This design comes from an exercise in tuning for small area on the open sky130 flow, not from production work. The RTL was checked by simulation tests, not by an equivalence proof against the original design. Power figures rest on the tool's default switching activity, not on a simulated workload.

## game
module game (
    input CLK,
    input RST,
    output LED_R0,
    output LED_R1,
    output LED_R2,
    output LED_R3,
    output LED_R4,
    output LED_R5,
    output LED_R6,
    output LED_R7,
    output LED_C0,
    output LED_C1,
    output LED_C2,
    output LED_C3,
    input BTN_1,
    input BTN_2,
    input BTN_RST
    );
    reg        RUN, VIS;
    reg [12:0] TICK;         
    reg [2:0]  BASKET;       
    reg [7:0]  EGG;          
    reg [3:0]  SH1, SH2, SHR;    
    reg        IN1, IN2, INR;    
    wire running = RUN & VIS;
    wire blank   = RUN & ~VIS;
    wire tick    = (TICK == 0);
    wire [1:0] row = TICK[11:10];
    reg [2:0] EGG_X;
    always @(*) begin
        case (EGG[7:2])
            6'd0: EGG_X = 3'd7;
            6'd1: EGG_X = 3'd4;
            6'd2: EGG_X = 3'd6;
            6'd3: EGG_X = 3'd5;
            6'd4: EGG_X = 3'd7;
            6'd5: EGG_X = 3'd0;
            6'd6: EGG_X = 3'd4;
            6'd7: EGG_X = 3'd2;
            6'd8: EGG_X = 3'd7;
            6'd9: EGG_X = 3'd4;
            6'd10: EGG_X = 3'd2;
            6'd11: EGG_X = 3'd3;
            6'd12: EGG_X = 3'd6;
            6'd13: EGG_X = 3'd5;
            6'd14: EGG_X = 3'd3;
            6'd15: EGG_X = 3'd2;
            6'd16: EGG_X = 3'd3;
            6'd17: EGG_X = 3'd2;
            6'd18: EGG_X = 3'd7;
            6'd19: EGG_X = 3'd4;
            6'd20: EGG_X = 3'd6;
            6'd21: EGG_X = 3'd5;
            6'd22: EGG_X = 3'd3;
            6'd23: EGG_X = 3'd6;
  ...
Size: about 280 cells after synthesis.
clock: 10.0 ns
lec_check: 0
cap_margin: 20
core_margin: 2
core_utilization: 40
slew_margin: 20
standard.sh (not shown) runs the stock make flow with config.mk's settings and CLKGATE_MAP_FILE= SYNTH_SCRIPT=/design/flow/synth_recipe.tcl, a recipe that flattens the netlist after the stock synthesis.
==> flow/flow/run.sh <==
#!/bin/bash
# Standard ORFS layout, except that the combinational logic of the standard
# synthesis netlist is re-mapped by ABC for area before floorplanning.
set -euo pipefail
W=$PWD
R=$W/orfs/results/$FLOW_PLATFORM/game/base
LIB=$FLOW_HOME/platforms/$FLOW_PLATFORM/lib/sky130_fd_sc_hd__tt_025C_1v80.lib

# 1. standard synthesis (netlist only)
bash standard.sh $R/1_2_yosys.v > $W/1_standard_synth.log 2>&1
cp $R/1_2_yosys.v $W/standard_1_2_yosys.v

# 2. area re-mapping of the combinational logic; same don't-use cells as ORFS
DONT_USE=$(grep -o -- '-dont_use [A-Za-z0-9_]*' $W/orfs/logs/$FLOW_PLATFORM/game/base/1_2_yosys.log | sort -u | tr '\n' ' ')
REOPT_LIB=$LIB REOPT_IN=$W/standard_1_2_yosys.v REOPT_OUT=$W/reopt.v \
REOPT_SCRIPT=$W/flow/area.abc REOPT_DONT_USE="$DONT_USE" \
  yosys -c $W/flow/reopt.tcl > $W/2_reopt.log 2>&1
cp $W/reopt.v $R/1_2_yosys.v

# 3. the rest of the standard flow
bash standard.sh > $W/3_standard_layout.log 2>&1
==> flow/flow/area.abc <==
strash
dch -f
amap
topo
==> flow/flow/reopt.tcl <==
# Re-map the combinational logic of the standard synthesis netlist for area.
# Registers (and their instance names and cell types) are left untouched.
set lib $::env(REOPT_LIB)
yosys read_liberty -ignore_miss_func $lib
yosys read_verilog $::env(REOPT_IN)
yosys hierarchy -top $::env(FLOW_TOP)
yosys setattr -mod -set keep_hierarchy 1 sky130_fd_sc_hd__*df*
yosys setattr -mod -set keep_hierarchy 1 sky130_fd_sc_hd__conb*
yosys flatten
yosys setattr -mod -set blackbox 1 sky130_fd_sc_hd__*
yosys opt_clean
yosys abc -liberty $lib {*}$::env(REOPT_DONT_USE) -script $::env(REOPT_SCRIPT)
yosys opt_clean -purge
yosys rename -hide w:*.*
yosys opt_clean -purge
yosys stat -liberty $lib
yosys write_verilog -noattr -noexpr -nohex -nodec -selected $::env(REOPT_OUT)
The starting point ran to the end with no violations.
Edit:
==> flow/flow/run.sh (replaced) <==
#!/bin/bash
# Standard ORFS layout, except that:
#  - the combinational logic of the standard synthesis netlist is re-mapped by
#    ABC for area (several scripts, the smallest result is kept); registers are
#    left as the standard synthesis made them;
#  - ports are buffered with the smallest buffer;
#  - clock tree synthesis uses no dummy loads.
set -euo pipefail
W=$PWD
R=$W/orfs/results/$FLOW_PLATFORM/game/base
LIB=$FLOW_HOME/platforms/$FLOW_PLATFORM/lib/sky130_fd_sc_hd__tt_025C_1v80.lib

# 1. standard synthesis (netlist only)
bash standard.sh $R/1_2_yosys.v > $W/1_standard_synth.log 2>&1
cp $R/1_2_yosys.v $W/standard_1_2_yosys.v

# 2. area re-mapping of the combinational logic; same don't-use cells as ORFS
DONT_USE=$(grep -o -- '-dont_use [A-Za-z0-9_]*' $W/orfs/logs/$FLOW_PLATFORM/game/base/1_2_yosys.log | sort -u | tr '\n' ' ')
best=""; best_area=""
for s in $W/flow/abc*.abc; do
  n=$(basename $s .abc)
  REOPT_LIB=$LIB REOPT_IN=$W/standard_1_2_yosys.v REOPT_OUT=$W/reopt_$n.v \
  REOPT_SCRIPT=$s REOPT_DONT_USE="$DONT_USE" FLOW_TOP=$FLOW_TOP \
    yosys -c $W/flow/reopt.tcl > $W/2_reopt_$n.log 2>&1 || continue
  a=$(grep "Chip area" $W/2_reopt_$n.log | tail -1 | awk '{print $NF}')
  echo "$n $a" >> $W/2_reopt_areas.txt
  if [[ -z "$best" ]] || awk "BEGIN{exit !($a < $best_area)}"; then best=$n; best_area=$a; fi
done
echo "best $best $best_area" >> $W/2_reopt_areas.txt
cp $W/reopt_$best.v $R/1_2_yosys.v

# 3. the rest of the standard flow
export BUFFER_PORTS_ARGS="-buffer_cell sky130_fd_sc_hd__buf_1"
export CTS_ARGS="-sink_clustering_enable -repair_clock_nets -dont_use_dummy_load"
bash standard.sh > $W/3_standard_layout.log 2>&1
==> flow/flow/abc1.abc (new file) <==
strash
dch -f
amap
==> flow/flow/abc2.abc (new file) <==
strash
dc2
dch -f
amap
==> flow/flow/abc3.abc (new file) <==
strash
dc2
dch -f
amap
strash
dc2
dch -f
amap
==> flow/flow/abc4.abc (new file) <==
strash
balance
rewrite
refactor
balance
rewrite
rewrite -z
balance
refactor -z
rewrite -z
balance
dch -f
amap
==> flow/flow/abc5.abc (new file) <==
strash
dc2
dch
amap
removed: flow/flow/area.abc
Power came out lower by 7.2%.
Wire length came out lower by 5.7%.
Global-route usage came out higher by 0.44 points.
Via count came out lower by 5.3%.
Clock power came out lower by 28%.
Edit:
--- a/flow/flow/run.sh
+++ b/flow/flow/run.sh
@@ -33,3 +33,3 @@
 export BUFFER_PORTS_ARGS="-buffer_cell sky130_fd_sc_hd__buf_1"
-export CTS_ARGS="-sink_clustering_enable -repair_clock_nets -dont_use_dummy_load"
+export CTS_ARGS="-sink_clustering_enable -repair_clock_nets -dont_use_dummy_load -buf_list sky130_fd_sc_hd__clkbuf_16 -root_buf sky130_fd_sc_hd__clkbuf_16 -sink_clustering_size 50 -sink_clustering_max_diameter 200"
 bash standard.sh > $W/3_standard_layout.log 2>&1
The new run ran to the end with no violations.
Non-clock buffer count stays the same.
Cell area increases by 2.5%.
Routed wire length grows by 0.47%.
Global-route usage is about the same.

========
before:
game, a different RTL version from the one above (not shown whole).
Size in the first run: about 17 I/O pins.
clock: 10.0 ns
lec_check: 0
cap_margin: 20
core_margin: 2
core_utilization: 40
slew_margin: 20
==> flow/flow/run.sh <==
#!/bin/bash
# Standard ORFS layout, except that:
#  - the combinational logic of the standard synthesis netlist is re-mapped by
#    ABC for area (several scripts, the smallest result is kept); registers are
#    left as the standard synthesis made them;
#  - ports are buffered with the smallest buffer;
#  - clock tree synthesis uses no dummy loads.
set -euo pipefail
W=$PWD
R=$W/orfs/results/$FLOW_PLATFORM/game/base
LIB=$FLOW_HOME/platforms/$FLOW_PLATFORM/lib/sky130_fd_sc_hd__tt_025C_1v80.lib

# 1. standard synthesis (netlist only)
bash standard.sh $R/1_2_yosys.v > $W/1_standard_synth.log 2>&1
cp $R/1_2_yosys.v $W/standard_1_2_yosys.v

# 2. area re-mapping of the combinational logic; same don't-use cells as ORFS
DONT_USE=$(grep -o -- '-dont_use [A-Za-z0-9_]*' $W/orfs/logs/$FLOW_PLATFORM/game/base/1_2_yosys.log | sort -u | tr '\n' ' ')
best=""; best_area=""
for s in $W/flow/abc*.abc; do
  n=$(basename $s .abc)
  REOPT_LIB=$LIB REOPT_IN=$W/standard_1_2_yosys.v REOPT_OUT=$W/reopt_$n.v \
  REOPT_SCRIPT=$s REOPT_DONT_USE="$DONT_USE" FLOW_TOP=$FLOW_TOP \
    yosys -c $W/flow/reopt.tcl > $W/2_reopt_$n.log 2>&1 || continue
  a=$(grep "Chip area" $W/2_reopt_$n.log | tail -1 | awk '{print $NF}')
  echo "$n $a" >> $W/2_reopt_areas.txt
  if [[ -z "$best" ]] || awk "BEGIN{exit !($a < $best_area)}"; then best=$n; best_area=$a; fi
done
echo "best $best $best_area" >> $W/2_reopt_areas.txt
cp $W/reopt_$best.v $R/1_2_yosys.v

# 3. the rest of the standard flow
export BUFFER_PORTS_ARGS="-buffer_cell sky130_fd_sc_hd__buf_1"
export CTS_ARGS="-repair_clock_nets -dont_use_dummy_load -buf_list sky130_fd_sc_hd__clkbuf_8 -root_buf sky130_fd_sc_hd__clkbuf_8"
bash standard.sh > $W/3_standard_layout.log 2>&1
==> flow/flow/abc01.abc <==
strash
dch -f
amap
==> flow/flow/abc02.abc <==
strash
dch
amap
==> flow/flow/abc03.abc <==
strash
dch -f
map -a
==> flow/flow/abc04.abc <==
strash
amap
==> flow/flow/abc05.abc <==
strash
dc2
dch -f
amap
==> flow/flow/abc06.abc <==
strash
dc2
dch
amap
==> flow/flow/abc07.abc <==
strash
dc2
dch -f
map -a
==> flow/flow/abc08.abc <==
strash
dc2
amap
==> flow/flow/abc09.abc <==
strash
dc2
dc2
dch -f
amap
==> flow/flow/abc10.abc <==
strash
dc2
dc2
dch
amap
==> flow/flow/abc11.abc <==
strash
dc2
dc2
dch -f
map -a
==> flow/flow/abc12.abc <==
strash
dc2
dc2
amap
==> flow/flow/abc13.abc <==
strash
balance
rewrite
refactor
balance
rewrite
rewrite -z
balance
refactor -z
rewrite -z
balance
dch -f
amap
==> flow/flow/abc14.abc <==
strash
balance
rewrite
refactor
balance
rewrite
rewrite -z
balance
refactor -z
rewrite -z
balance
dch
amap
==> flow/flow/abc15.abc <==
strash
balance
rewrite
refactor
balance
rewrite
rewrite -z
balance
refactor -z
rewrite -z
balance
dch -f
map -a
==> flow/flow/abc16.abc <==
strash
balance
rewrite
refactor
balance
rewrite
rewrite -z
balance
refactor -z
rewrite -z
balance
amap
==> flow/flow/abc17.abc <==
strash
balance
rewrite
refactor
balance
rewrite
rewrite -z
balance
refactor -z
rewrite -z
balance
dc2
dch -f
amap
==> flow/flow/abc18.abc <==
strash
balance
rewrite
refactor
balance
rewrite
rewrite -z
balance
refactor -z
rewrite -z
balance
dc2
dch
amap
==> flow/flow/abc19.abc <==
strash
balance
rewrite
refactor
balance
rewrite
rewrite -z
balance
refactor -z
rewrite -z
balance
dc2
dch -f
map -a
==> flow/flow/abc20.abc <==
strash
balance
rewrite
refactor
balance
rewrite
rewrite -z
balance
refactor -z
rewrite -z
balance
dc2
amap
==> flow/flow/abc21.abc <==
strash
&get -n
&syn2
&put
dch -f
amap
==> flow/flow/abc22.abc <==
strash
&get -n
&syn2
&put
dch
amap
==> flow/flow/abc23.abc <==
strash
&get -n
&syn2
&put
dch -f
map -a
==> flow/flow/abc24.abc <==
strash
&get -n
&syn2
&put
amap
Scripts as last shown in full above: flow/flow/reopt.tcl
Changes in after relative to before:
--- a/flow/flow/run.sh
+++ b/flow/flow/run.sh
@@ -33,3 +33,3 @@
 export BUFFER_PORTS_ARGS="-buffer_cell sky130_fd_sc_hd__buf_1"
-export CTS_ARGS="-repair_clock_nets -dont_use_dummy_load -buf_list sky130_fd_sc_hd__clkbuf_8 -root_buf sky130_fd_sc_hd__clkbuf_8"
+export CTS_ARGS="-sink_clustering_enable -repair_clock_nets -dont_use_dummy_load"
 bash standard.sh > $W/3_standard_layout.log 2>&1
==> flow/flow/abc1.abc (new file) <==
strash
dch -f
amap
==> flow/flow/abc2.abc (new file) <==
strash
dc2
dch -f
amap
==> flow/flow/abc3.abc (new file) <==
strash
dc2
dch -f
amap
strash
dc2
dch -f
amap
==> flow/flow/abc4.abc (new file) <==
strash
balance
rewrite
refactor
balance
rewrite
rewrite -z
balance
refactor -z
rewrite -z
balance
dch -f
amap
==> flow/flow/abc5.abc (new file) <==
strash
dc2
dch
amap
removed: flow/flow/abc01.abc
removed: flow/flow/abc02.abc
removed: flow/flow/abc03.abc
removed: flow/flow/abc04.abc
removed: flow/flow/abc05.abc
removed: flow/flow/abc06.abc
removed: flow/flow/abc07.abc
removed: flow/flow/abc08.abc
removed: flow/flow/abc09.abc
removed: flow/flow/abc10.abc
removed: flow/flow/abc11.abc
removed: flow/flow/abc12.abc
removed: flow/flow/abc13.abc
removed: flow/flow/abc14.abc
removed: flow/flow/abc15.abc
removed: flow/flow/abc16.abc
removed: flow/flow/abc17.abc
removed: flow/flow/abc18.abc
removed: flow/flow/abc19.abc
removed: flow/flow/abc20.abc
removed: flow/flow/abc21.abc
removed: flow/flow/abc22.abc
removed: flow/flow/abc23.abc
removed: flow/flow/abc24.abc
==> comparison <==
- Changes observed in after relative to before: total length of routed met3 wires has decreased; per-instance average area after synthesis has remained practically unchanged; first-pass GRT wire length has decreased.
- [compare] base=before new=after: placement-stage cell area closely matched the old numbers; number of global-route vias before repair closely matched the old numbers; synthesized netlist cell count decreased by 1 relative to the old numbers.
- Sequential share of power for after: 2.0 points down relative to before
- On sequential power, after and before are basically level.
- Compared with before, after shows post-route met1 wirelength that has gone down slightly.
- Diff before..after | area added between synthesis and finish | negligible
- Destination of the critical timing path: LED_R4 -> before, LED_R0 -> after

==> what the ideal ports hide <==
How much do the figures lean on ideal ports? The routed layouts below were timed once more, with nothing changed but the port constraints.
Step 1, drivers: a clkbuf_16 drives CLK and a buf_2 each remaining input, both assumed.
Step 2, shift: input delay + t, output delay - t, t = (earliest + latest rising clock arrival at the registers) / 2. This alone moves slack from input paths to output paths.
a / b / c = no drivers / after step 1 / after step 2; a / b = the first two.
run | shift t [ns] | setup WS [ns] | clock arrival spread, ns | worst data-port slew with drivers (ns)
the first run of note 1 | 0.323 | 4.747 / 4.720 / 5.043 | 0.011 / 0.011 | 0.03
the second run of note 1 | 0.319 | 5.878 / 5.852 / 6.171 | 0.025 / 0.025 | 0.03
the third run of note 1 | 0.311 | 5.916 / 5.885 / 6.196 | 0.014 / 0.014 | 0.03
before | 0.309 | 5.103 / 5.078 / 5.387 | 0.020 / 0.020 | 0.03
after | 0.303 | 5.219 / 5.193 / 5.496 | 0.016 / 0.016 | 0.03
After both steps setup and hold are still met in every run listed.
